Context: an optimization exercise on an open-source flow, tuned for small area and a short achievable clock period. The choices shown serve that exercise and are no tape-out recipe.
At most, simulation tests tie the RTL to the original design; equivalence was not proved.
Only the layout flow was run in run 2; the RTL was not checked for function there.
Power figures rest on the tool's default switching activity, not on a simulated workload.

[flow/config.mk]
export PLATFORM = sky130hd
export DESIGN_NAME = axis_Gauss_1x5
export DESIGN_NICKNAME = axis_Gauss_1x5
export VERILOG_FILES = /design/flow/design.v
export SDC_FILE = /design/flow/constraint.sdc
export NUM_CORES = 4
export LEC_CHECK = 0
export CAP_MARGIN = 20
export CORE_MARGIN = 2
export CORE_UTILIZATION = 40
export SETUP_SLACK_MARGIN = 4.3
export SLEW_MARGIN = 20
export SYNTH_HIERARCHICAL = 1
export SYNTH_MINIMUM_KEEP_SIZE = 0
[flow/constraint.sdc]
create_clock -name core_clock -period 8.0 [get_ports {s_axis_aclk}]
set_input_delay 1.6000 -clock core_clock [delete_from_list [all_inputs] [get_ports {s_axis_aclk}]]
set_output_delay 1.6000 -clock core_clock [all_outputs]
set_load 0.01 [all_outputs]
[flow/design.v]
`timescale 1ns/1ns
module axis_Gauss_1x5 (
  input  logic       s_axis_aclk,
  input  logic       s_axis_arstn,
  input  logic [7:0] s_axis_tdata,
  input  logic       s_axis_tvalid,
  input  logic       s_axis_tlast,
  output logic [7:0] m_axis_tdata,
  output logic       m_axis_tvalid,
  output logic       m_axis_tlast
);
logic [7:0]  d1, d2, d3, d4;
logic        v1, v2, l1, l2;
logic [13:0] cnt;
logic [9:0] b;
always_ff @(posedge s_axis_aclk) begin
  d1 <= s_axis_tdata;
  d2 <= d1;
  d3 <= d2;
  d4 <= d3;
  v1 <= s_axis_tvalid;
  v2 <= v1;
  l1 <= s_axis_tlast;
  l2 <= l1;
  b <= bnext;
end
always_ff @(posedge s_axis_aclk) begin
  if (!s_axis_arstn || s_axis_tlast)
    cnt <= '0;
  else if (s_axis_tvalid)
    cnt <= cnt + 14'd1;
end
wire edge_pt = (cnt[13:1] == 13'd1);
wire [7:0] x0 = s_axis_tdata;
wire h1_s, h1_c;
gha h1 (.a(d1[0]), .b(d2[1]), .s(h1_s), .co(h1_c));
wire f2_s, f2_c;
gfa f2 (.a(d1[1]), .b(d2[2]), .c(h1_c), .s(f2_s), .co(f2_c));
wire f3_s, f3_c;
gfa f3 (.a(d1[2]), .b(d2[3]), .c(f2_c), .s(f3_s), .co(f3_c));
wire f4_s, f4_c;
gfa f4 (.a(d1[3]), .b(d2[4]), .c(x0[4]), .s(f4_s), .co(f4_c));
wire f5_s, f5_c;
gfa f5 (.a(d1[4]), .b(d2[5]), .c(x0[5]), .s(f5_s), .co(f5_c));
wire f6_s, f6_c;
gfa f6 (.a(d1[5]), .b(d2[6]), .c(x0[6]), .s(f6_s), .co(f6_c));
wire f7_s, f7_c;
gfa f7 (.a(d1[6]), .b(d2[7]), .c(x0[7]), .s(f7_s), .co(f7_c));
wire h8_s, h8_c;
gha h8 (.a(d2[0]), .b(x0[0]), .s(h8_s), .co(h8_c));
wire h9_s, h9_c;
gha h9 (.a(h1_s), .b(x0[1]), .s(h9_s), .co(h9_c));
wire h10_s, h10_c;
gha h10 (.a(f2_s), .b(x0[2]), .s(h10_s), .co(h10_c));
wire h11_s, h11_c;
gha h11 (.a(x0[3]), .b(f3_s), .s(h11_s), .co(h11_c));
wire h12_s, h12_c;
gha h12 (.a(f3_c), .b(f4_s), .s(h12_s), .co(h12_c));
wire h13_s, h13_c;
gha h13 (.a(f4_c), .b(f5_s), .s(h13_s), .co(h13_c));
wire h14_s, h14_c;
gha h14 (.a(f5_c), .b(f6_s), .s(h14_s), .co(h14_c));
wire h15_s, h15_c;
gha h15 (.a(f6_c), .b(f7_s), .s(h15_s), .co(h15_c));
wire h16_s, h16_c;
gha h16 (.a(d1[7]), .b(f7_c), .s(h16_s), .co(h16_c));
wire q17_x;
g_ao21 q17 (.a(h9_c), .b(h9_s), .c(h8_c), .x(q17_x));
wire q18_x;
g_and2 q18 (.a(h9_s), .b(h8_s), .x(q18_x));
wire q19_x;
g_ao21 q19 (.a(h11_c), .b(h11_s), .c(h10_c), .x(q19_x));
wire q20_x;
g_and2 q20 (.a(h11_s), .b(h10_s), .x(q20_x));
wire q21_x;
g_ao21 q21 (.a(h13_c), .b(h13_s), .c(h12_c), .x(q21_x));
wire q22_x;
g_and2 q22 (.a(h13_s), .b(h12_s), .x(q22_x));
wire q23_x;
g_ao21 q23 (.a(h15_c), .b(h15_s), .c(h14_c), .x(q23_x));
wire q24_x;
g_and2 q24 (.a(h15_s), .b(h14_s), .x(q24_x));
wire q25_x;
g_ao21 q25 (.a(h10_c), .b(h10_s), .c(q17_x), .x(q25_x));
wire q26_x;
g_and2 q26 (.a(h10_s), .b(q18_x), .x(q26_x));
wire q27_x;
g_ao21 q27 (.a(q19_x), .b(q20_x), .c(q17_x), .x(q27_x));
wire q28_x;
g_and2 q28 (.a(q20_x), .b(q18_x), .x(q28_x));
wire q29_x;
g_ao21 q29 (.a(h14_c), .b(h14_s), .c(q21_x), .x(q29_x));
wire q30_x;
g_and2 q30 (.a(h14_s), .b(q22_x), .x(q30_x));
wire q31_x;
g_ao21 q31 (.a(q23_x), .b(q24_x), .c(q21_x), .x(q31_x));
wire q32_x;
g_and2 q32 (.a(q24_x), .b(q22_x), .x(q32_x));
wire q33_x;
g_ao21 q33 (.a(h12_c), .b(h12_s), .c(q27_x), .x(q33_x));
wire q34_x;
g_and2 q34 (.a(h12_s), .b(q28_x), .x(q34_x));
wire q35_x;
g_ao21 q35 (.a(q21_x), .b(q22_x), .c(q27_x), .x(q35_x));
wire q36_x;
g_and2 q36 (.a(q22_x), .b(q28_x), .x(q36_x));
wire q37_x;
g_ao21 q37 (.a(q29_x), .b(q30_x), .c(q27_x), .x(q37_x));
wire q38_x;
g_and2 q38 (.a(q30_x), .b(q28_x), .x(q38_x));
wire q39_x;
g_ao21 q39 (.a(q31_x), .b(q32_x), .c(q27_x), .x(q39_x));
wire q40_x;
g_and2 q40 (.a(q32_x), .b(q28_x), .x(q40_x));
wire q41_x;
g_ao21 q41 (.a(h16_c), .b(h16_s), .c(q39_x), .x(q41_x));
wire q42_x;
g_and2 q42 (.a(h16_s), .b(q40_x), .x(q42_x));
wire q43_x;
g_xor2 q43 (.a(h9_s), .b(h8_c), .x(q43_x));
wire q44_x;
g_xor2 q44 (.a(h10_s), .b(q17_x), .x(q44_x));
wire q45_x;
g_xor2 q45 (.a(h11_s), .b(q25_x), .x(q45_x));
wire q46_x;
g_xor2 q46 (.a(h12_s), .b(q27_x), .x(q46_x));
wire q47_x;
g_xor2 q47 (.a(h13_s), .b(q33_x), .x(q47_x));
wire q48_x;
g_xor2 q48 (.a(h14_s), .b(q35_x), .x(q48_x));
wire q49_x;
g_xor2 q49 (.a(h15_s), .b(q37_x), .x(q49_x));
wire q50_x;
g_xor2 q50 (.a(h16_s), .b(q39_x), .x(q50_x));
wire q51_x;
g_xor2 q51 (.a(1'b0), .b(q41_x), .x(q51_x));
wire [9:0] bnext = {q51_x, q50_x, q49_x, q48_x, q47_x, q46_x, q45_x, q44_x, q43_x, h8_s};
wire h52_s, h52_c;
gha h52 (.a(d4[1]), .b(d2[0]), .s(h52_s), .co(h52_c));
wire f53_s, f53_c;
gfa f53 (.a(d4[2]), .b(d2[1]), .c(d2[0]), .s(f53_s), .co(f53_c));
wire i54 = ~d4[0];
wire f55_s, f55_c;
gfa f55 (.a(i54), .b(h52_c), .c(f53_s), .s(f55_s), .co(f55_c));
wire h56_s, h56_c;
gha h56 (.a(x0[2]), .b(f55_s), .s(h56_s), .co(h56_c));
wire i57 = ~d2[2];
wire f58_s, f58_c;
gfa f58 (.a(d4[3]), .b(d4[1]), .c(i57), .s(f58_s), .co(f58_c));
wire i59 = ~f58_s;
wire f60_s, f60_c;
gfa f60 (.a(d2[1]), .b(f53_c), .c(i59), .s(f60_s), .co(f60_c));
wire f61_s, f61_c;
gfa f61 (.a(f55_c), .b(x0[3]), .c(f60_s), .s(f61_s), .co(f61_c));
wire h62_s, h62_c;
gha h62 (.a(h56_c), .b(f61_s), .s(h62_s), .co(h62_c));
wire f63_s, f63_c;
gfa f63 (.a(b[0]), .b(d4[4]), .c(d2[3]), .s(f63_s), .co(f63_c));
wire i64 = ~d4[2];
wire f65_s, f65_c;
gfa f65 (.a(i64), .b(d2[2]), .c(d4[3]), .s(f65_s), .co(f65_c));
wire i66 = ~f58_c;
wire f67_s, f67_c;
gfa f67 (.a(i66), .b(f63_s), .c(f65_s), .s(f67_s), .co(f67_c));
wire f68_s, f68_c;
gfa f68 (.a(x0[4]), .b(f60_c), .c(f67_s), .s(f68_s), .co(f68_c));
wire i69 = ~x0[2];
wire f70_s, f70_c;
gfa f70 (.a(i69), .b(f61_c), .c(f68_s), .s(f70_s), .co(f70_c));
wire f71_s, f71_c;
gfa f71 (.a(b[1]), .b(d4[3]), .c(b[0]), .s(f71_s), .co(f71_c));
wire f72_s, f72_c;
gfa f72 (.a(d4[5]), .b(d4[0]), .c(d2[4]), .s(f72_s), .co(f72_c));
wire f73_s, f73_c;
gfa f73 (.a(d2[3]), .b(f63_c), .c(f65_c), .s(f73_s), .co(f73_c));
wire i74 = ~f71_s;
wire f75_s, f75_c;
gfa f75 (.a(i74), .b(f72_s), .c(x0[5]), .s(f75_s), .co(f75_c));
wire f76_s, f76_c;
gfa f76 (.a(x0[0]), .b(f73_s), .c(f67_c), .s(f76_s), .co(f76_c));
wire i77 = ~x0[3];
wire f78_s, f78_c;
gfa f78 (.a(i77), .b(f75_s), .c(f68_c), .s(f78_s), .co(f78_c));
wire h79_s, h79_c;
gha h79 (.a(f76_s), .b(f70_c), .s(h79_s), .co(h79_c));
wire f80_s, f80_c;
gfa f80 (.a(d4[6]), .b(d4[1]), .c(d2[5]), .s(f80_s), .co(f80_c));
wire i81 = ~d2[4];
wire f82_s, f82_c;
gfa f82 (.a(b[2]), .b(d4[4]), .c(i81), .s(f82_s), .co(f82_c));
wire i83 = ~f71_c;
wire f84_s, f84_c;
gfa f84 (.a(i83), .b(f72_c), .c(f80_s), .s(f84_s), .co(f84_c));
wire i85 = ~f82_s;
wire f86_s, f86_c;
gfa f86 (.a(i85), .b(f73_c), .c(x0[6]), .s(f86_s), .co(f86_c));
wire i87 = ~x0[4];
wire f88_s, f88_c;
gfa f88 (.a(i87), .b(x0[1]), .c(f84_s), .s(f88_s), .co(f88_c));
wire f89_s, f89_c;
gfa f89 (.a(f75_c), .b(f76_c), .c(f86_s), .s(f89_s), .co(f89_c));
wire f90_s, f90_c;
gfa f90 (.a(f88_s), .b(f78_c), .c(f89_s), .s(f90_s), .co(f90_c));
wire f91_s, f91_c;
gfa f91 (.a(d4[7]), .b(d4[2]), .c(d2[6]), .s(f91_s), .co(f91_c));
wire i92 = ~d2[5];
wire f93_s, f93_c;
gfa f93 (.a(b[3]), .b(d4[5]), .c(i92), .s(f93_s), .co(f93_c));
wire i94 = ~f82_c;
wire f95_s, f95_c;
gfa f95 (.a(f80_c), .b(i94), .c(f91_s), .s(f95_s), .co(f95_c));
wire i96 = ~f93_s;
wire f97_s, f97_c;
gfa f97 (.a(i96), .b(f84_c), .c(x0[7]), .s(f97_s), .co(f97_c));
wire i98 = ~x0[5];
wire f99_s, f99_c;
gfa f99 (.a(i98), .b(x0[2]), .c(f95_s), .s(f99_s), .co(f99_c));
wire f100_s, f100_c;
gfa f100 (.a(f86_c), .b(f88_c), .c(f97_s), .s(f100_s), .co(f100_c));
wire f101_s, f101_c;
gfa f101 (.a(f99_s), .b(f89_c), .c(f100_s), .s(f101_s), .co(f101_c));
wire f102_s, f102_c;
gfa f102 (.a(b[0]), .b(d4[3]), .c(d2[7]), .s(f102_s), .co(f102_c));
wire i103 = ~d2[6];
wire f104_s, f104_c;
gfa f104 (.a(b[4]), .b(d4[6]), .c(i103), .s(f104_s), .co(f104_c));
wire i105 = ~f93_c;
wire f106_s, f106_c;
gfa f106 (.a(f91_c), .b(i105), .c(f102_s), .s(f106_s), .co(f106_c));
wire i107 = ~f95_c;
wire f108_s, f108_c;
gfa f108 (.a(f104_s), .b(i107), .c(x0[6]), .s(f108_s), .co(f108_c));
wire f109_s, f109_c;
gfa f109 (.a(x0[3]), .b(f106_s), .c(f97_c), .s(f109_s), .co(f109_c));
wire i110 = ~f108_s;
wire f111_s, f111_c;
gfa f111 (.a(f99_c), .b(i110), .c(f100_c), .s(f111_s), .co(f111_c));
wire h112_s, h112_c;
gha h112 (.a(f109_s), .b(f101_c), .s(h112_s), .co(h112_c));
wire f113_s, f113_c;
gfa f113 (.a(b[1]), .b(d4[4]), .c(d2[7]), .s(f113_s), .co(f113_c));
wire i114 = ~f102_c;
wire f115_s, f115_c;
gfa f115 (.a(b[5]), .b(d4[7]), .c(i114), .s(f115_s), .co(f115_c));
wire i116 = ~f104_c;
wire f117_s, f117_c;
gfa f117 (.a(i116), .b(f113_s), .c(f106_c), .s(f117_s), .co(f117_c));
wire f118_s, f118_c;
gfa f118 (.a(x0[7]), .b(i87), .c(f115_s), .s(f118_s), .co(f118_c));
wire i119 = ~f117_s;
wire f120_s, f120_c;
gfa f120 (.a(f108_c), .b(i119), .c(f118_s), .s(f120_s), .co(f120_c));
wire i121 = ~f120_s;
wire f122_s, f122_c;
gfa f122 (.a(f109_c), .b(i121), .c(f111_c), .s(f122_s), .co(f122_c));
wire i123 = ~b[6];
wire f124_s, f124_c;
gfa f124 (.a(i123), .b(b[2]), .c(d4[5]), .s(f124_s), .co(f124_c));
wire i125 = ~f115_c;
wire f126_s, f126_c;
gfa f126 (.a(f113_c), .b(f124_s), .c(i125), .s(f126_s), .co(f126_c));
wire i127 = ~f118_c;
wire f128_s, f128_c;
gfa f128 (.a(x0[5]), .b(f117_c), .c(i127), .s(f128_s), .co(f128_c));
wire i129 = ~f120_c;
wire f130_s, f130_c;
gfa f130 (.a(f126_s), .b(i129), .c(f128_s), .s(f130_s), .co(f130_c));
wire f131_s, f131_c;
gfa f131 (.a(b[7]), .b(b[3]), .c(d4[6]), .s(f131_s), .co(f131_c));
wire f132_s, f132_c;
gfa f132 (.a(f124_c), .b(f131_s), .c(x0[6]), .s(f132_s), .co(f132_c));
wire f133_s, f133_c;
gfa f133 (.a(f126_c), .b(f132_s), .c(f128_c), .s(f133_s), .co(f133_c));
wire f134_s, f134_c;
gfa f134 (.a(b[8]), .b(b[4]), .c(d4[7]), .s(f134_s), .co(f134_c));
wire i135 = ~b[7];
wire f136_s, f136_c;
gfa f136 (.a(i135), .b(f131_c), .c(f134_s), .s(f136_s), .co(f136_c));
wire f137_s, f137_c;
gfa f137 (.a(x0[7]), .b(f136_s), .c(f132_c), .s(f137_s), .co(f137_c));
wire i138 = ~b[8];
wire f139_s, f139_c;
gfa f139 (.a(b[9]), .b(b[5]), .c(i138), .s(f139_s), .co(f139_c));
wire f140_s, f140_c;
gfa f140 (.a(f134_c), .b(f139_s), .c(f136_c), .s(f140_s), .co(f140_c));
wire i141 = ~b[9];
wire f142_s, f142_c;
gfa f142 (.a(b[6]), .b(i141), .c(f139_c), .s(f142_s), .co(f142_c));
wire i143 = ~x0[0];
wire i144 = ~x0[1];
wire h145_s, h145_c;
gha h145 (.a(d4[0]), .b(x0[0]), .s(h145_s), .co(h145_c));
wire h146_s, h146_c;
gha h146 (.a(h52_s), .b(x0[1]), .s(h146_s), .co(h146_c));
wire h147_s, h147_c;
gha h147 (.a(i143), .b(h56_s), .s(h147_s), .co(h147_c));
wire h148_s, h148_c;
gha h148 (.a(i144), .b(h62_s), .s(h148_s), .co(h148_c));
wire h149_s, h149_c;
gha h149 (.a(h62_c), .b(f70_s), .s(h149_s), .co(h149_c));
wire h150_s, h150_c;
gha h150 (.a(f78_s), .b(h79_s), .s(h150_s), .co(h150_c));
wire h151_s, h151_c;
gha h151 (.a(h79_c), .b(f90_s), .s(h151_s), .co(h151_c));
wire q152_x;
g_ao21 q152 (.a(h146_c), .b(h146_s), .c(h145_c), .x(q152_x));
wire q153_x;
g_and2 q153 (.a(h146_s), .b(h145_s), .x(q153_x));
wire q154_x;
g_ao21 q154 (.a(h148_c), .b(h148_s), .c(h147_c), .x(q154_x));
wire q155_x;
g_and2 q155 (.a(h148_s), .b(h147_s), .x(q155_x));
wire q156_x;
g_ao21 q156 (.a(h150_c), .b(h150_s), .c(h149_c), .x(q156_x));
wire q157_x;
g_and2 q157 (.a(h150_s), .b(h149_s), .x(q157_x));
wire q158_x;
g_ao21 q158 (.a(h147_c), .b(h147_s), .c(q152_x), .x(q158_x));
wire q159_x;
g_and2 q159 (.a(h147_s), .b(q153_x), .x(q159_x));
wire q160_x;
g_ao21 q160 (.a(q154_x), .b(q155_x), .c(q152_x), .x(q160_x));
wire q161_x;
g_and2 q161 (.a(q155_x), .b(q153_x), .x(q161_x));
wire q162_x;
g_ao21 q162 (.a(h151_c), .b(h151_s), .c(q156_x), .x(q162_x));
wire q163_x;
g_and2 q163 (.a(h151_s), .b(q157_x), .x(q163_x));
wire q164_x;
g_ao21 q164 (.a(h149_c), .b(h149_s), .c(q160_x), .x(q164_x));
wire q165_x;
g_and2 q165 (.a(h149_s), .b(q161_x), .x(q165_x));
wire q166_x;
g_ao21 q166 (.a(q156_x), .b(q157_x), .c(q160_x), .x(q166_x));
wire q167_x;
g_and2 q167 (.a(q157_x), .b(q161_x), .x(q167_x));
wire q168_x;
g_ao21 q168 (.a(q162_x), .b(q163_x), .c(q160_x), .x(q168_x));
wire q169_x;
g_and2 q169 (.a(q163_x), .b(q161_x), .x(q169_x));
wire q170_x;
g_ao21 q170 (.a(h146_c), .b(h146_s), .c(h145_c), .x(q170_x));
wire q171_x;
g_ao21 q171 (.a(h147_c), .b(h147_s), .c(q170_x), .x(q171_x));
wire q172_x;
g_ao21 q172 (.a(h148_c), .b(h148_s), .c(q171_x), .x(q172_x));
wire q173_x;
g_ao21 q173 (.a(h149_c), .b(h149_s), .c(q172_x), .x(q173_x));
wire q174_x;
g_ao21 q174 (.a(h150_c), .b(h150_s), .c(q173_x), .x(q174_x));
wire q175_x;
g_ao21 q175 (.a(h151_c), .b(h151_s), .c(q174_x), .x(q175_x));
wire h176_s, h176_c;
gha h176 (.a(f137_s), .b(f133_c), .s(h176_s), .co(h176_c));
wire h177_s, h177_c;
gha h177 (.a(f140_s), .b(f137_c), .s(h177_s), .co(h177_c));
wire h178_s, h178_c;
gha h178 (.a(f142_s), .b(f140_c), .s(h178_s), .co(h178_c));
wire h179_s, h179_c;
gha h179 (.a(i135), .b(f142_c), .s(h179_s), .co(h179_c));
wire h180_s, h180_c;
gha h180 (.a(i138), .b(b[7]), .s(h180_s), .co(h180_c));
wire h181_s, h181_c;
gha h181 (.a(i141), .b(b[8]), .s(h181_s), .co(h181_c));
wire q182_x;
g_ao21 q182 (.a(h177_c), .b(h177_s), .c(h176_c), .x(q182_x));
wire q183_x;
g_and2 q183 (.a(h177_s), .b(h176_s), .x(q183_x));
wire q184_x;
g_ao21 q184 (.a(h179_c), .b(h179_s), .c(h178_c), .x(q184_x));
wire q185_x;
g_and2 q185 (.a(h179_s), .b(h178_s), .x(q185_x));
wire q186_x;
g_ao21 q186 (.a(h181_c), .b(h181_s), .c(h180_c), .x(q186_x));
wire q187_x;
g_and2 q187 (.a(h181_s), .b(h180_s), .x(q187_x));
wire q188_x;
g_ao21 q188 (.a(h178_c), .b(h178_s), .c(q182_x), .x(q188_x));
wire q189_x;
g_and2 q189 (.a(h178_s), .b(q183_x), .x(q189_x));
wire q190_x;
g_ao21 q190 (.a(q184_x), .b(q185_x), .c(q182_x), .x(q190_x));
wire q191_x;
g_and2 q191 (.a(q185_x), .b(q183_x), .x(q191_x));
wire q192_x;
g_ao21 q192 (.a(h180_c), .b(h180_s), .c(q190_x), .x(q192_x));
wire q193_x;
g_and2 q193 (.a(h180_s), .b(q191_x), .x(q193_x));
wire q194_x;
g_ao21 q194 (.a(q186_x), .b(q187_x), .c(q190_x), .x(q194_x));
wire q195_x;
g_and2 q195 (.a(q187_x), .b(q191_x), .x(q195_x));
wire q196_x;
g_xor2 q196 (.a(h177_s), .b(h176_c), .x(q196_x));
wire q197_x;
g_xor2 q197 (.a(h178_s), .b(q182_x), .x(q197_x));
wire q198_x;
g_xor2 q198 (.a(h179_s), .b(q188_x), .x(q198_x));
wire q199_x;
g_xor2 q199 (.a(h180_s), .b(q190_x), .x(q199_x));
wire q200_x;
g_xor2 q200 (.a(h181_s), .b(q192_x), .x(q200_x));
wire [10:0] ua = {q200_x, q199_x, q198_x, q197_x, q196_x, h176_s, f130_c, f130_s, h112_c, f111_s, f90_c};
wire [10:0] ub = {1'b0, 1'b0, 1'b0, 1'b0, 1'b0, 1'b0, f133_s, f122_c, f122_s, h112_s, f101_s};
wire uc = q175_x;
logic [10:0] oa, ob;
logic oc;
always_ff @(posedge s_axis_aclk) begin
  oa <= edge_pt ? {d2, 3'd0} : ua;
  ob <= edge_pt ? 11'd0 : ub;
  oc <= ~edge_pt & uc;
  m_axis_tvalid <= v2;
  m_axis_tlast  <= l2 & ~edge_pt;
end
assign m_axis_tdata = {oa[10] ^ (1'b0 | oa[9] & 1'b0 | oa[9] & oa[8] & 1'b0 | oa[9] & oa[8] & oa[7] & 1'b0 | oa[9] & oa[8] & oa[7] & oa[6] & 1'b0 | oa[9] & oa[8] & oa[7] & oa[6] & oa[5] & (oa[4] & ob[4]) | oa[9] & oa[8] & oa[7] & oa[6] & oa[5] & (oa[4] ^ ob[4]) & (oa[3] & ob[3]) | oa[9] & oa[8] & oa[7] & oa[6] & oa[5] & (oa[4] ^ ob[4]) & (oa[3] ^ ob[3]) & (oa[2] & ob[2]) | oa[9] & oa[8] & oa[7] & oa[6] & oa[5] & (oa[4] ^ ob[4]) & (oa[3] ^ ob[3]) & (oa[2] ^ ob[2]) & (oa[1] & ob[1]) | oa[9] & oa[8] & oa[7] & oa[6] & oa[5] & (oa[4] ^ ob[4]) & (oa[3] ^ ob[3]) & (oa[2] ^ ob[2]) & (oa[1] ^ ob[1]) & (oa[0] & ob[0]) | oa[9] & oa[8] & oa[7] & oa[6] & oa[5] & (oa[4] ^ ob[4]) & (oa[3] ^ ob[3]) & (oa[2] ^ ob[2]) & (oa[1] ^ ob[1]) & (oa[0] ^ ob[0]) & oc), oa[9] ^ (1'b0 | oa[8] & 1'b0 | oa[8] & oa[7] & 1'b0 | oa[8] & oa[7] & oa[6] & 1'b0 | oa[8] & oa[7] & oa[6] & oa[5] & (oa[4] & ob[4]) | oa[8] & oa[7] & oa[6] & oa[5] & (oa[4] ^ ob[4]) & (oa[3] & ob[3]) | oa[8] & oa[7] & oa[6] & oa[5] & (oa[4] ^ ob[4]) & (oa[3] ^ ob[3]) & (oa[2] & ob[2]) | oa[8] & oa[7] & oa[6] & oa[5] & (oa[4] ^ ob[4]) & (oa[3] ^ ob[3]) & (oa[2] ^ ob[2]) & (oa[1] & ob[1]) | oa[8] & oa[7] & oa[6] & oa[5] & (oa[4] ^ ob[4]) & (oa[3] ^ ob[3]) & (oa[2] ^ ob[2]) & (oa[1] ^ ob[1]) & (oa[0] & ob[0]) | oa[8] & oa[7] & oa[6] & oa[5] & (oa[4] ^ ob[4]) & (oa[3] ^ ob[3]) & (oa[2] ^ ob[2]) & (oa[1] ^ ob[1]) & (oa[0] ^ ob[0]) & oc), oa[8] ^ (1'b0 | oa[7] & 1'b0 | oa[7] & oa[6] & 1'b0 | oa[7] & oa[6] & oa[5] & (oa[4] & ob[4]) | oa[7] & oa[6] & oa[5] & (oa[4] ^ ob[4]) & (oa[3] & ob[3]) | oa[7] & oa[6] & oa[5] & (oa[4] ^ ob[4]) & (oa[3] ^ ob[3]) & (oa[2] & ob[2]) | oa[7] & oa[6] & oa[5] & (oa[4] ^ ob[4]) & (oa[3] ^ ob[3]) & (oa[2] ^ ob[2]) & (oa[1] & ob[1]) | oa[7] & oa[6] & oa[5] & (oa[4] ^ ob[4]) & (oa[3] ^ ob[3]) & (oa[2] ^ ob[2]) & (oa[1] ^ ob[1]) & (oa[0] & ob[0]) | oa[7] & oa[6] & oa[5] & (oa[4] ^ ob[4]) & (oa[3] ^ ob[3]) & (oa[2] ^ ob[2]) & (oa[1] ^ ob[1]) & (oa[0] ^ ob[0]) & oc), oa[7] ^ (1'b0 | oa[6] & 1'b0 | oa[6] & oa[5] & (oa[4] & ob[4]) | oa[6] & oa[5] & (oa[4] ^ ob[4]) & (oa[3] & ob[3]) | oa[6] & oa[5] & (oa[4] ^ ob[4]) & (oa[3] ^ ob[3]) & (oa[2] & ob[2]) | oa[6] & oa[5] & (oa[4] ^ ob[4]) & (oa[3] ^ ob[3]) & (oa[2] ^ ob[2]) & (oa[1] & ob[1]) | oa[6] & oa[5] & (oa[4] ^ ob[4]) & (oa[3] ^ ob[3]) & (oa[2] ^ ob[2]) & (oa[1] ^ ob[1]) & (oa[0] & ob[0]) | oa[6] & oa[5] & (oa[4] ^ ob[4]) & (oa[3] ^ ob[3]) & (oa[2] ^ ob[2]) & (oa[1] ^ ob[1]) & (oa[0] ^ ob[0]) & oc), oa[6] ^ (1'b0 | oa[5] & (oa[4] & ob[4]) | oa[5] & (oa[4] ^ ob[4]) & (oa[3] & ob[3]) | oa[5] & (oa[4] ^ ob[4]) & (oa[3] ^ ob[3]) & (oa[2] & ob[2]) | oa[5] & (oa[4] ^ ob[4]) & (oa[3] ^ ob[3]) & (oa[2] ^ ob[2]) & (oa[1] & ob[1]) | oa[5] & (oa[4] ^ ob[4]) & (oa[3] ^ ob[3]) & (oa[2] ^ ob[2]) & (oa[1] ^ ob[1]) & (oa[0] & ob[0]) | oa[5] & (oa[4] ^ ob[4]) & (oa[3] ^ ob[3]) & (oa[2] ^ ob[2]) & (oa[1] ^ ob[1]) & (oa[0] ^ ob[0]) & oc), oa[5] ^ ((oa[4] & ob[4]) | (oa[4] ^ ob[4]) & (oa[3] & ob[3]) | (oa[4] ^ ob[4]) & (oa[3] ^ ob[3]) & (oa[2] & ob[2]) | (oa[4] ^ ob[4]) & (oa[3] ^ ob[3]) & (oa[2] ^ ob[2]) & (oa[1] & ob[1]) | (oa[4] ^ ob[4]) & (oa[3] ^ ob[3]) & (oa[2] ^ ob[2]) & (oa[1] ^ ob[1]) & (oa[0] & ob[0]) | (oa[4] ^ ob[4]) & (oa[3] ^ ob[3]) & (oa[2] ^ ob[2]) & (oa[1] ^ ob[1]) & (oa[0] ^ ob[0]) & oc), (oa[4] ^ ob[4]) ^ ((oa[3] & ob[3]) | (oa[3] ^ ob[3]) & (oa[2] & ob[2]) | (oa[3] ^ ob[3]) & (oa[2] ^ ob[2]) & (oa[1] & ob[1]) | (oa[3] ^ ob[3]) & (oa[2] ^ ob[2]) & (oa[1] ^ ob[1]) & (oa[0] & ob[0]) | (oa[3] ^ ob[3]) & (oa[2] ^ ob[2]) & (oa[1] ^ ob[1]) & (oa[0] ^ ob[0]) & oc), (oa[3] ^ ob[3]) ^ ((oa[2] & ob[2]) | (oa[2] ^ ob[2]) & (oa[1] & ob[1]) | (oa[2] ^ ob[2]) & (oa[1] ^ ob[1]) & (oa[0] & ob[0]) | (oa[2] ^ ob[2]) & (oa[1] ^ ob[1]) & (oa[0] ^ ob[0]) & oc)};
endmodule
module g_maj3 (
  input  logic a,
  input  logic b,
  input  logic c,
  output logic x
);
assign x = (a & b) | (a & c) | (b & c);
endmodule
module g_or2 (
  input  logic a,
  input  logic b,
  output logic x
);
assign x = a | b;
endmodule
module g_and2 (
  input  logic a,
  input  logic b,
  output logic x
);
assign x = a & b;
endmodule
module g_xor2 (
  input  logic a,
  input  logic b,
  output logic x
);
assign x = a ^ b;
endmodule
module g_ao21 (
  input  logic a,
  input  logic b,
  input  logic c,
  output logic x
);
assign x = a | (b & c);
endmodule
module gha (
  input  logic a,
  input  logic b,
  output logic s,
  output logic co
);
assign s  = a ^ b;
assign co = a & b;
endmodule
module gfa (
  input  logic a,
  input  logic b,
  input  logic c,
  output logic s,
  output logic co
);
assign s  = a ^ b ^ c;
assign co = (a & b) | (a & c) | (b & c);
endmodule
[flow/flow/run.sh]
#!/bin/bash
# Layout flow: the standard flow, with plain buffers on the ports and a clock
# tree of small buffers without dummy loads.
export BUFFER_PORTS_ARGS="-buffer_cell sky130_fd_sc_hd__buf_2"
export CTS_ARGS="-sink_clustering_enable -repair_clock_nets -dont_use_dummy_load -buf_list \"sky130_fd_sc_hd__clkbuf_4 sky130_fd_sc_hd__clkbuf_8\""
bash standard.sh > standard.log 2>&1
[flow/standard.sh]
#!/bin/bash
# synth_recipe.tcl (not shown) runs the flow's synth.tcl, then flattens the netlist and writes it again
# the make line also repeats each setting of config.mk as NAME=value (left out here)
make -C /OpenROAD-flow-scripts/flow DESIGN_CONFIG=/design/flow/config.mk WORK_HOME=/design/flow/orfs CLKGATE_MAP_FILE= SYNTH_SCRIPT=/design/flow/synth_recipe.tcl "${@:-finish}"
==> impl_metrics.yaml, run 1 <==
outcome:
  status: "finished clean"
flow_run:
  cap_viol_max_count: 0
detailed_routing:
  ant_nets: 0
  drt_wl_total_um: 6990
  wl_per_cell_um: 13.4
  viasPerCell: 4.50
  drt_iter0_drc: 97
  drc_errors: 0
  vias: 2353
  firstDrtPassIters: 5
timing:
  fin_skew_ns: 0.0281
  worst_pin_slew_ns: 0.547
  period_share: 0.454
  hold_viol: 0
  fin_ws_ns: 4.37
  rsz0062_at_grt: "true"
  timing.setup.tns_ns: 0
  min_period_ns: 3.63
  setup-violations-final: 0
  relSlewSlack: 0.634
  slew_viol_final: 0
  max_freq_mhz: 275
clocking:
  ctsHoldBuffers: 0
  max-clock-path-buffers: 2
  insertion_delay_ns: 0.36
  cts_inserted_buffers: 9
  path_clk_slew_ns: 0.07
  cts_sinks: 79
  h-tree-depth: 3
  clockRootBuffer: "clkbuf_8"
  cts_tree: "built"
worst_setup_path:
  end_kind: "output pin"
  crit_family: "compound AO/OA/AOI/OAI gates"
  worst-r2r-setup-slack_ns: 4.46
  slowest_stage: "o41a_1"
  cp.required_ns: 6.40
  slowest_delay_ns: 0.43
  critPathLaunch: "ob[0]$_SDFF_PP0_"
  crit_type: "reg2out"
  critPathBufInv: 1
  cp_max_fo: 6
  r2r-start: "d4[2]$_DFF_P_"
  path_cells: "ha_4 > a211oi_2 > nor2_2 > o41a_1 > nand4_1 > xnor2_1 > buf_2"
  arrival_ns: 2.03
  start_kind: "flip-flop"
floorplan:
  die_w_um: 109
  core_mm2: 0.0107
  chipHeight_um: 109
  initial_core_util: 0.407
  io_pins: 22
  rows: 38
  die-area_mm2: 0.0118
logic_synthesis:
  ys_top_cells_by_area: "dfxtp_1 36%, fa_1 28%, ha_1 9.7%"
  synth_top_cell_by_area: "dfxtp_1"
  ys_ff_latch: 79
  synth_seq_area_share: 0.362
  yosysWarnings: 7
  syn_area_mm2: 0.00437
  synth_top_cell_area_share: 0.362
  ys_types: 32
  synth_edf_count: 0
  ys.flop_type: "dfxtp_1"
  postSynthAreaPerCell_um2: 12.3
  async_reset_ff_frac: 0
  syn_inst: 355
  synth_nets: 462
place:
  place.gp.congestion: 0.765
  placed_area_mm2: 0.00463
  io_buffers: 21
  dp_hpwl_um: 5780
  dp_slack_ns: 3.99
pwr:
  power_density_mw_per_mm2: 402
  comb_power_share: 0.600
  intPower_mw: 1.21
  p_leak_nw: 2.21
  ir_worst_vdd_v: 0.000230
  p_sw_frac: 0.376
  seqPwrFrac: 0.285
  p_clk_frac: 0.115
  p_total_mw: 1.94
  p_switching_mw: 0.728
global_route:
  grt_pass1_wl_um: 12000
  grt.overflow.total: 0
  first_global_vias: 2546
  grt.total_usage: 0.138
  antenna_found_initial: 0
  grt_max_degree: 23
worst_hold_path:
  hold_path.class: "reg2reg"
  worstHoldStart: "d3[3]$_DFF_P_"
finish:
  final_util: 0.448
  finalInstanceArea_mm2: 0.00481
  antennaDiodeCount: 0
  nets: 492
  drive_above_1_share: 0.151
  area_growth_pct: 10.2
## registers in the layout, summed over array words and instances (netlist names), 5 cells and up
register and cells:
cnt 14, oa 11, b 10, d1 8, d2 8, d3 8, d4 8, ob 5
## through the flow
step	hold WS, ns	cells
after global placement	0.310	512
after global routing	0.321	523
after detailed placement	0.312	512
after floorplan	0.310	355
final	0.317	523
after CTS	0.323	522
## layer usage
metal	up-vias	part of all wire	global-route usage
li1	1190	-	-
met1	1127	0.46	0.171
met2	23	0.49	0.221
met3	13	0.030	0.0386
met4	0	0.025	0.0696
met5	-	0	0
## Yosys cell counts, types with 2 or more instances
cell type	number
dfxtp_1	79
fa_1	61
inv_1	35
ha_1	34
a21o_1	24
xor2_1	23
nor2_1	21
and2_1	16
xnor2_1	12
nand2_1	10
nand3_1	5
nand4_1	4
o21ai_1	4
nor3_1	3
and3_1	2
buf_2	2
mux2_2	2
mux2_4	2
nand4_2	2
nor3_2	2
## path summary, 6_finish.rpt
kind                endpoint  cells after the start
max reg2reg       oc$_DFF_P_                      9
min            d4[3]$_DFF_P_                      0
max          m_axis_tdata[7]                      7
min reg2reg    d4[3]$_DFF_P_                      0
## worst register-to-register path: cells and delay by family, from the launching register on
family	cells	cell delay, ns
adders and majority gates	6	2.58
DFF	1	0.44
AOI/OAI and AO/OA	1	0.17
and+or+nand+nor	1	0.12
buffers and inverters	1	0.10
## layout make-up
cell class | instances | area, um^2
inverter | 35 | 134
fill | 1028 | 5930
clock buffer | 9 | 124
timing repair buffer | 23 | 120
tap | 140 | 175
sequential | 79 | 1590
multi-input combinational | 237 | 2670
## cell families (layout without fill, tap and decap cells)
group | Yosys count | in the layout | share of synthesized area
compound gates | 32 | 32 | 0.0530
xor+xnor | 35 | 35 | 0.0701
fa+ha+maj | 95 | 95 | 0.377
buf+inv | 39 | 67 | 0.0358
flops | 79 | 79 | 0.362
mux | 5 | 5 | 0.0143
other cells | 1 | 1 | 0.000858
simple gates | 69 | 69 | 0.0873
## power by group through the flow
stage	Clock, mW	Sequential, mW	Combinational, mW
6_report	0.222	0.551	1.16
5_1_grt	0.248	0.562	1.37
4_1_cts	0.236	0.550	1.18
3_5_place_dp	0	0.559	1.15
3_3_place_gp	0	0.557	1.14
2_1_floorplan	0	0.542	0.915
## modules after synthesis, one instance, submodules excluded
module          flops+latches  area, um^2  cells
gfa                         0        20.0      1
g_xor2                      0        8.76      1
gha                         0        12.5      1
axis_Gauss_1x5             79        2460    222
g_ao21                      0        7.51      1
g_and2                      0        6.26      1
## placed cells by master (no fill, tap or decap), types with 2 or more instances in the layout
| cell type | count |
|---|---|
| a21o_1 | 24 |
| and2_1 | 16 |
| and3_1 | 2 |
| buf_2 | 21 |
| buf_4 | 2 |
| clkbuf_8 | 9 |
| dfxtp_1 | 73 |
| dfxtp_2 | 4 |
| dfxtp_4 | 2 |
| fa_1 | 56 |
| fa_2 | 5 |
| ha_1 | 32 |
| inv_1 | 34 |
| mux2_2 | 2 |
| mux2_4 | 2 |
| nand2_1 | 10 |
| nand3_1 | 5 |
| nand4_1 | 4 |
| nand4_2 | 2 |
| nor2_1 | 20 |
| nor3_1 | 3 |
| nor3_2 | 2 |
| o21ai_1 | 5 |
| xnor2_1 | 12 |
| xor2_1 | 23 |
## timing repair
action	CTS	global route
buffers inserted	1	1
endpoints found under the setup margin	6	7
pin swaps	5	13
gates resized for setup	4	12
==> run 2, diff against run 1 <==
--- a/flow/design.v
+++ b/flow/design.v
@@ -400,8 +400,18 @@
 g_xor2 q199 (.a(h180_s), .b(q190_x), .x(q199_x));
 wire q200_x;
 g_xor2 q200 (.a(h181_s), .b(q192_x), .x(q200_x));
-wire [10:0] ua = {q200_x, q199_x, q198_x, q197_x, q196_x, h176_s, f130_c, f130_s, h112_c, f111_s, f90_c};
-wire [10:0] ub = {1'b0, 1'b0, 1'b0, 1'b0, 1'b0, 1'b0, f133_s, f122_c, f122_s, h112_s, f101_s};
+wire h201_s, h201_c;
+gha h201 (.a(f90_c), .b(f101_s), .s(h201_s), .co(h201_c));
+wire h202_s, h202_c;
+gha h202 (.a(f111_s), .b(h112_s), .s(h202_s), .co(h202_c));
+wire h203_s, h203_c;
+gha h203 (.a(h112_c), .b(f122_s), .s(h203_s), .co(h203_c));
+wire h204_s, h204_c;
+gha h204 (.a(f130_s), .b(f122_c), .s(h204_s), .co(h204_c));
+wire h205_s, h205_c;
+gha h205 (.a(f130_c), .b(f133_s), .s(h205_s), .co(h205_c));
+wire [10:0] ua = {q200_x, q199_x, q198_x, q197_x, q196_x, h176_s, h205_s, h204_s, h203_s, h202_s, h201_s};
+wire [10:0] ub = {1'b0, 1'b0, 1'b0, 1'b0, 1'b0, 1'b0, h205_c, h204_c, h203_c, h202_c, h201_c};
 wire uc = q175_x;
 logic [10:0] oa, ob;
 logic oc;
@@ -412,7 +422,7 @@
   m_axis_tvalid <= v2;
   m_axis_tlast  <= l2 & ~edge_pt;
 end
-assign m_axis_tdata = {oa[10] ^ (1'b0 | oa[9] & 1'b0 | oa[9] & oa[8] & 1'b0 | oa[9] & oa[8] & oa[7] & 1'b0 | oa[9] & oa[8] & oa[7] & oa[6] & 1'b0 | oa[9] & oa[8] & oa[7] & oa[6] & oa[5] & (oa[4] & ob[4]) | oa[9] & oa[8] & oa[7] & oa[6] & oa[5] & (oa[4] ^ ob[4]) & (oa[3] & ob[3]) | oa[9] & oa[8] & oa[7] & oa[6] & oa[5] & (oa[4] ^ ob[4]) & (oa[3] ^ ob[3]) & (oa[2] & ob[2]) | oa[9] & oa[8] & oa[7] & oa[6] & oa[5] & (oa[4] ^ ob[4]) & (oa[3] ^ ob[3]) & (oa[2] ^ ob[2]) & (oa[1] & ob[1]) | oa[9] & oa[8] & oa[7] & oa[6] & oa[5] & (oa[4] ^ ob[4]) & (oa[3] ^ ob[3]) & (oa[2] ^ ob[2]) & (oa[1] ^ ob[1]) & (oa[0] & ob[0]) | oa[9] & oa[8] & oa[7] & oa[6] & oa[5] & (oa[4] ^ ob[4]) & (oa[3] ^ ob[3]) & (oa[2] ^ ob[2]) & (oa[1] ^ ob[1]) & (oa[0] ^ ob[0]) & oc), oa[9] ^ (1'b0 | oa[8] & 1'b0 | oa[8] & oa[7] & 1'b0 | oa[8] & oa[7] & oa[6] & 1'b0 | oa[8] & oa[7] & oa[6] & oa[5] & (oa[4] & ob[4]) | oa[8] & oa[7] & oa[6] & oa[5] & (oa[4] ^ ob[4]) & (oa[3] & ob[3]) | oa[8] & oa[7] & oa[6] & oa[5] & (oa[4] ^ ob[4]) & (oa[3] ^ ob[3]) & (oa[2] & ob[2]) | oa[8] & oa[7] & oa[6] & oa[5] & (oa[4] ^ ob[4]) & (oa[3] ^ ob[3]) & (oa[2] ^ ob[2]) & (oa[1] & ob[1]) | oa[8] & oa[7] & oa[6] & oa[5] & (oa[4] ^ ob[4]) & (oa[3] ^ ob[3]) & (oa[2] ^ ob[2]) & (oa[1] ^ ob[1]) & (oa[0] & ob[0]) | oa[8] & oa[7] & oa[6] & oa[5] & (oa[4] ^ ob[4]) & (oa[3] ^ ob[3]) & (oa[2] ^ ob[2]) & (oa[1] ^ ob[1]) & (oa[0] ^ ob[0]) & oc), oa[8] ^ (1'b0 | oa[7] & 1'b0 | oa[7] & oa[6] & 1'b0 | oa[7] & oa[6] & oa[5] & (oa[4] & ob[4]) | oa[7] & oa[6] & oa[5] & (oa[4] ^ ob[4]) & (oa[3] & ob[3]) | oa[7] & oa[6] & oa[5] & (oa[4] ^ ob[4]) & (oa[3] ^ ob[3]) & (oa[2] & ob[2]) | oa[7] & oa[6] & oa[5] & (oa[4] ^ ob[4]) & (oa[3] ^ ob[3]) & (oa[2] ^ ob[2]) & (oa[1] & ob[1]) | oa[7] & oa[6] & oa[5] & (oa[4] ^ ob[4]) & (oa[3] ^ ob[3]) & (oa[2] ^ ob[2]) & (oa[1] ^ ob[1]) & (oa[0] & ob[0]) | oa[7] & oa[6] & oa[5] & (oa[4] ^ ob[4]) & (oa[3] ^ ob[3]) & (oa[2] ^ ob[2]) & (oa[1] ^ ob[1]) & (oa[0] ^ ob[0]) & oc), oa[7] ^ (1'b0 | oa[6] & 1'b0 | oa[6] & oa[5] & (oa[4] & ob[4]) | oa[6] & oa[5] & (oa[4] ^ ob[4]) & (oa[3] & ob[3]) | oa[6] & oa[5] & (oa[4] ^ ob[4]) & (oa[3] ^ ob[3]) & (oa[2] & ob[2]) | oa[6] & oa[5] & (oa[4] ^ ob[4]) & (oa[3] ^ ob[3]) & (oa[2] ^ ob[2]) & (oa[1] & ob[1]) | oa[6] & oa[5] & (oa[4] ^ ob[4]) & (oa[3] ^ ob[3]) & (oa[2] ^ ob[2]) & (oa[1] ^ ob[1]) & (oa[0] & ob[0]) | oa[6] & oa[5] & (oa[4] ^ ob[4]) & (oa[3] ^ ob[3]) & (oa[2] ^ ob[2]) & (oa[1] ^ ob[1]) & (oa[0] ^ ob[0]) & oc), oa[6] ^ (1'b0 | oa[5] & (oa[4] & ob[4]) | oa[5] & (oa[4] ^ ob[4]) & (oa[3] & ob[3]) | oa[5] & (oa[4] ^ ob[4]) & (oa[3] ^ ob[3]) & (oa[2] & ob[2]) | oa[5] & (oa[4] ^ ob[4]) & (oa[3] ^ ob[3]) & (oa[2] ^ ob[2]) & (oa[1] & ob[1]) | oa[5] & (oa[4] ^ ob[4]) & (oa[3] ^ ob[3]) & (oa[2] ^ ob[2]) & (oa[1] ^ ob[1]) & (oa[0] & ob[0]) | oa[5] & (oa[4] ^ ob[4]) & (oa[3] ^ ob[3]) & (oa[2] ^ ob[2]) & (oa[1] ^ ob[1]) & (oa[0] ^ ob[0]) & oc), oa[5] ^ ((oa[4] & ob[4]) | (oa[4] ^ ob[4]) & (oa[3] & ob[3]) | (oa[4] ^ ob[4]) & (oa[3] ^ ob[3]) & (oa[2] & ob[2]) | (oa[4] ^ ob[4]) & (oa[3] ^ ob[3]) & (oa[2] ^ ob[2]) & (oa[1] & ob[1]) | (oa[4] ^ ob[4]) & (oa[3] ^ ob[3]) & (oa[2] ^ ob[2]) & (oa[1] ^ ob[1]) & (oa[0] & ob[0]) | (oa[4] ^ ob[4]) & (oa[3] ^ ob[3]) & (oa[2] ^ ob[2]) & (oa[1] ^ ob[1]) & (oa[0] ^ ob[0]) & oc), (oa[4] ^ ob[4]) ^ ((oa[3] & ob[3]) | (oa[3] ^ ob[3]) & (oa[2] & ob[2]) | (oa[3] ^ ob[3]) & (oa[2] ^ ob[2]) & (oa[1] & ob[1]) | (oa[3] ^ ob[3]) & (oa[2] ^ ob[2]) & (oa[1] ^ ob[1]) & (oa[0] & ob[0]) | (oa[3] ^ ob[3]) & (oa[2] ^ ob[2]) & (oa[1] ^ ob[1]) & (oa[0] ^ ob[0]) & oc), (oa[3] ^ ob[3]) ^ ((oa[2] & ob[2]) | (oa[2] ^ ob[2]) & (oa[1] & ob[1]) | (oa[2] ^ ob[2]) & (oa[1] ^ ob[1]) & (oa[0] & ob[0]) | (oa[2] ^ ob[2]) & (oa[1] ^ ob[1]) & (oa[0] ^ ob[0]) & oc)};
+assign m_axis_tdata = {oa[10] ^ (1'b0 | oa[9] & 1'b0 | oa[9] & oa[8] & 1'b0 | oa[9] & oa[8] & oa[7] & 1'b0 | oa[9] & oa[8] & oa[7] & oa[6] & 1'b0 | oa[9] & oa[8] & oa[7] & oa[6] & oa[5] & ob[4] | oa[9] & oa[8] & oa[7] & oa[6] & oa[5] & oa[4] & ob[3] | oa[9] & oa[8] & oa[7] & oa[6] & oa[5] & oa[4] & oa[3] & ob[2] | oa[9] & oa[8] & oa[7] & oa[6] & oa[5] & oa[4] & oa[3] & oa[2] & ob[1] | oa[9] & oa[8] & oa[7] & oa[6] & oa[5] & oa[4] & oa[3] & oa[2] & oa[1] & ob[0] | oa[9] & oa[8] & oa[7] & oa[6] & oa[5] & oa[4] & oa[3] & oa[2] & oa[1] & oa[0] & oc), oa[9] ^ (1'b0 | oa[8] & 1'b0 | oa[8] & oa[7] & 1'b0 | oa[8] & oa[7] & oa[6] & 1'b0 | oa[8] & oa[7] & oa[6] & oa[5] & ob[4] | oa[8] & oa[7] & oa[6] & oa[5] & oa[4] & ob[3] | oa[8] & oa[7] & oa[6] & oa[5] & oa[4] & oa[3] & ob[2] | oa[8] & oa[7] & oa[6] & oa[5] & oa[4] & oa[3] & oa[2] & ob[1] | oa[8] & oa[7] & oa[6] & oa[5] & oa[4] & oa[3] & oa[2] & oa[1] & ob[0] | oa[8] & oa[7] & oa[6] & oa[5] & oa[4] & oa[3] & oa[2] & oa[1] & oa[0] & oc), oa[8] ^ (1'b0 | oa[7] & 1'b0 | oa[7] & oa[6] & 1'b0 | oa[7] & oa[6] & oa[5] & ob[4] | oa[7] & oa[6] & oa[5] & oa[4] & ob[3] | oa[7] & oa[6] & oa[5] & oa[4] & oa[3] & ob[2] | oa[7] & oa[6] & oa[5] & oa[4] & oa[3] & oa[2] & ob[1] | oa[7] & oa[6] & oa[5] & oa[4] & oa[3] & oa[2] & oa[1] & ob[0] | oa[7] & oa[6] & oa[5] & oa[4] & oa[3] & oa[2] & oa[1] & oa[0] & oc), oa[7] ^ (1'b0 | oa[6] & 1'b0 | oa[6] & oa[5] & ob[4] | oa[6] & oa[5] & oa[4] & ob[3] | oa[6] & oa[5] & oa[4] & oa[3] & ob[2] | oa[6] & oa[5] & oa[4] & oa[3] & oa[2] & ob[1] | oa[6] & oa[5] & oa[4] & oa[3] & oa[2] & oa[1] & ob[0] | oa[6] & oa[5] & oa[4] & oa[3] & oa[2] & oa[1] & oa[0] & oc), oa[6] ^ (1'b0 | oa[5] & ob[4] | oa[5] & oa[4] & ob[3] | oa[5] & oa[4] & oa[3] & ob[2] | oa[5] & oa[4] & oa[3] & oa[2] & ob[1] | oa[5] & oa[4] & oa[3] & oa[2] & oa[1] & ob[0] | oa[5] & oa[4] & oa[3] & oa[2] & oa[1] & oa[0] & oc), oa[5] ^ (ob[4] | oa[4] & ob[3] | oa[4] & oa[3] & ob[2] | oa[4] & oa[3] & oa[2] & ob[1] | oa[4] & oa[3] & oa[2] & oa[1] & ob[0] | oa[4] & oa[3] & oa[2] & oa[1] & oa[0] & oc), oa[4] ^ (ob[3] | oa[3] & ob[2] | oa[3] & oa[2] & ob[1] | oa[3] & oa[2] & oa[1] & ob[0] | oa[3] & oa[2] & oa[1] & oa[0] & oc), oa[3] ^ (ob[2] | oa[2] & ob[1] | oa[2] & oa[1] & ob[0] | oa[2] & oa[1] & oa[0] & oc)};
 endmodule
 module g_maj3 (
   input  logic a,
==> run 2 against run 1 <==
  * Area after synthesis shrank 0.46%
  * Sequential cell count is the same
  * Cell count up 0.19%
  * Final area shrank 0.34%
  * First-iteration DRC count down 41%
  * Via count rose by 3.1%
  * Register-to-register slack worse by 0.02 ns
  * Largest power group unchanged
  * Power increased by 1.7%
==> impl_metrics.yaml, run 2 <==
logic_synthesis:
  synth_top_cell_by_area: "dfxtp_1"
  yosys-top-cells-count: "79 x dfxtp_1, 61 x fa_1, 34 x ha_1, 33 x inv_1, 26 x xor2_1"
  synth_seq_area_share: 0.364
  synth_nets: 466
  ys.flop_type: "dfxtp_1"
  ys_types: 31
  syn_inst: 359
  ys_top_cells_by_area: "dfxtp_1 36%, fa_1 28%, ha_1 9.8%"
  synth_top_cell_area_share: 0.364
  syn_area_mm2: 0.00435
  ys_ff_latch: 79
  synth_edf_count: 0
  async_reset_ff_frac: 0
  synth_most_common_cell: "dfxtp_1"
  postSynthAreaPerCell_um2: 12.1
  yosysWarnings: 7
global_route:
  grt.total_usage: 0.138
  first_global_vias: 2485
  antenna_found_initial: 0
  grt.overflow.total: 0
  grt_pass1_wl_um: 12000
  grt_max_degree: 23
flow_run:
  cap_viol_max_count: 0
pwr:
  p_leak_nw: 2.19
  ir_worst_vdd_v: 0.000223
  intPower_mw: 1.23
  power_density_mw_per_mm2: 410
  p_total_mw: 1.97
  p_clk_frac: 0.110
  comb_power_share: 0.607
  p_switching_mw: 0.742
  p_sw_frac: 0.377
  seqPwrFrac: 0.282
finish:
  regMostFlops: "cnt"
  largestRegisters: "cnt (14), oa (11), b (10)"
  area_growth_pct: 10.3
  antennaDiodeCount: 0
  finalInstanceArea_mm2: 0.00480
  drive_above_1_share: 0.133
  nets: 493
  largest_register_ffs: 14
  layout_common_cells: "75 x dfxtp_1, 53 x fa_1, 33 x ha_1"
  final_common_cell: "dfxtp_1"
  final_util: 0.447
  fin_cells: 524
detailed_routing:
  drc_errors: 0
  firstDrtPassIters: 6
  ant_nets: 0
  wl_per_cell_um: 13.4
  drt_iter0_drc: 57
  vias: 2427
  drt_wl_total_um: 7040
  viasPerCell: 4.63
floorplan:
  rows: 38
  die_w_um: 108
  initial_core_util: 0.405
  core_mm2: 0.0107
  die-area_mm2: 0.0117
  chipHeight_um: 108
  io_pins: 22
worst_setup_path:
  end_kind: "flip-flop"
  crit_type: "in2reg"
  arrival_ns: 3.85
  start_kind: "input pin"
  cp_max_fo: 5
  cp.required_ns: 8.21
timing:
  fin_skew_ns: 0.0231
  min_period_ns: 3.63
  hold_slack_ns: 0.325
  rsz0062_at_grt: "false"
  setup-violations-final: 0
  worst_pin_slew_ns: 0.792
  timing.setup.tns_ns: 0
  slew_viol_final: 0
  hold_viol: 0
  period_share: 0.454
  max_freq_mhz: 275
  fin_ws_ns: 4.37
  relSlewSlack: 0.471
worst_hold_path:
  hold_path.class: "reg2reg"
place:
  io_buffers: 21
  dp_hpwl_um: 5930
  place.gp.congestion: 0.832
  dp_cells: 515
  placed_area_mm2: 0.00466
  dp_slack_ns: 3.93
clocking:
  clockRootBuffer: "clkbuf_8"
  path_clk_slew_ns: 0.06
  ctsHoldBuffers: 0
  cts_tree: "built"
  cts_inserted_buffers: 9
  h-tree-depth: 3
  cts_sinks: 79
  insertion_delay_ns: 0.35
  cts_setup_buffers: 0
  max-clock-path-buffers: 2
outcome:
  status: "finished clean"
[run 2: cell types whose count changed after synthesis, moves of 3 or more]
cell     delta
o21ai_0     +8
xnor2_1     -8
a21oi_1     +4
o21ai_1     -4
or3_1       +4
nand2_1     +3
nand3_1     -3
xor2_1      +3
[run 2: modules after synthesis (local to each module, per instance)]
module | flip-flops and latches | copies in the design | cells | area, um^2
gfa | 0 | 61 | 1 | 20.0
g_and2 | 0 | 6 | 1 | 6.26
gha | 0 | 33 | 1 | 12.5
g_xor2 | 0 | 14 | 1 | 8.76
axis_Gauss_1x5 | 79 | 1 | 221 | 2380
g_ao21 | 0 | 24 | 1 | 7.51
[run 2: cell families after synthesis]
| group | count (synthesis) | share of synthesized area |
|---|---|---|
| AOI/OAI and AO/OA | 40 | 0.0661 |
| muxes | 5 | 0.0127 |
| buffers and inverters | 38 | 0.0334 |
| other | 1 | 0.000862 |
| xor gates and xnor gates | 30 | 0.0604 |
| adders and majority gates | 95 | 0.378 |
| DFF | 79 | 0.364 |
| and+or+nand+nor | 71 | 0.0846 |
[run 2: layout make-up]
| cell class | instances | area [um^2] |
|---|---|---|
| clock buffers | 9 | 124 |
| well taps | 140 | 175 |
| flip-flops and latches | 79 | 1590 |
| repair buffers | 21 | 110 |
| inverters | 33 | 140 |
| multi-input cells | 242 | 2660 |
| fillers | 1019 | 5950 |
[run 2: final timing paths]
path	from	endpoint	slack, ns	cells after the start
worst max-delay path	s_axis_tdata[7]	oa[3]$_DFF_P_	4.37	7
worst max register to register	d4[2]$_DFF_P_	oa[3]$_DFF_P_	4.44	9
worst min-delay path	d3[1]$_DFF_P_	d4[1]$_DFF_P_	0.32	0
worst min register to register	d3[1]$_DFF_P_	d4[1]$_DFF_P_	0.32	0
[run 2: layer usage]
layer	wire [um]	global-route usage	up-vias
met2	3440	0.229	25
met4	142	0.0549	0
li1	-	-	1214
met5	0	0	-
met1	3240	0.170	1178
met3	219	0.0386	10
[run 2: power groups by stage]
stage,Combinational [mW],Sequential (mW),Clock [mW]
2_1_floorplan,0.962,0.549,0
3_3_place_gp,1.20,0.566,0
3_5_place_dp,1.21,0.568,0
4_1_cts,1.23,0.559,0.230
5_1_grt,1.40,0.568,0.243
6_report,1.20,0.556,0.217
[run 2: critical path, stage by stage]
cell and delay (ns):
clkbuf_4 0.16, fa_1 0.47, fa_2 0.36, fa_2 0.35, fa_1 0.36, ha_1 0.27, mux2_2 0.27
[run 2: repair_timing]
action / CTS / global route
gates resized for setup: 4 / 5
cloned: 0 / 0
setup endpoints to repair: 2 / 3

re-timing with driven ports:
The results above use ideal ports. As a check the final layouts listed here were re-extracted and re-timed, cells and wires unchanged. Step 1, drivers: a clkbuf_16 drives s_axis_aclk and a buf_2 each remaining input, both assumed. Step 2 moves the port delays by t, midway between the first and last clock arrival at a register: inputs arrive t later, outputs are due t later. That takes back most of the time a late clock gives input paths. Three values: ideal ports, drivers, drivers and shift; two values: the first two.
| run | shift t [ns] | setup WS [ns] | hold WS [ns] | latest minus earliest clock arrival (ns) | worst slew at a driven data input, ns |
|---|---|---|---|---|---|
| run 1 | 0.380 | 4.367 / 4.334 / 4.013 | 0.317 / 0.317 / 0.317 | 0.029 / 0.028 | 0.03 |
| run 2 | 0.373 | 4.368 / 4.381 / 4.008 | 0.325 / 0.325 / 0.325 | 0.024 / 0.023 | 0.03 |
After both steps every run listed still meets setup and hold. The setup slack of run 2, which loses most, moves by +0.013 ns with the drivers and by -0.360 ns with both steps.
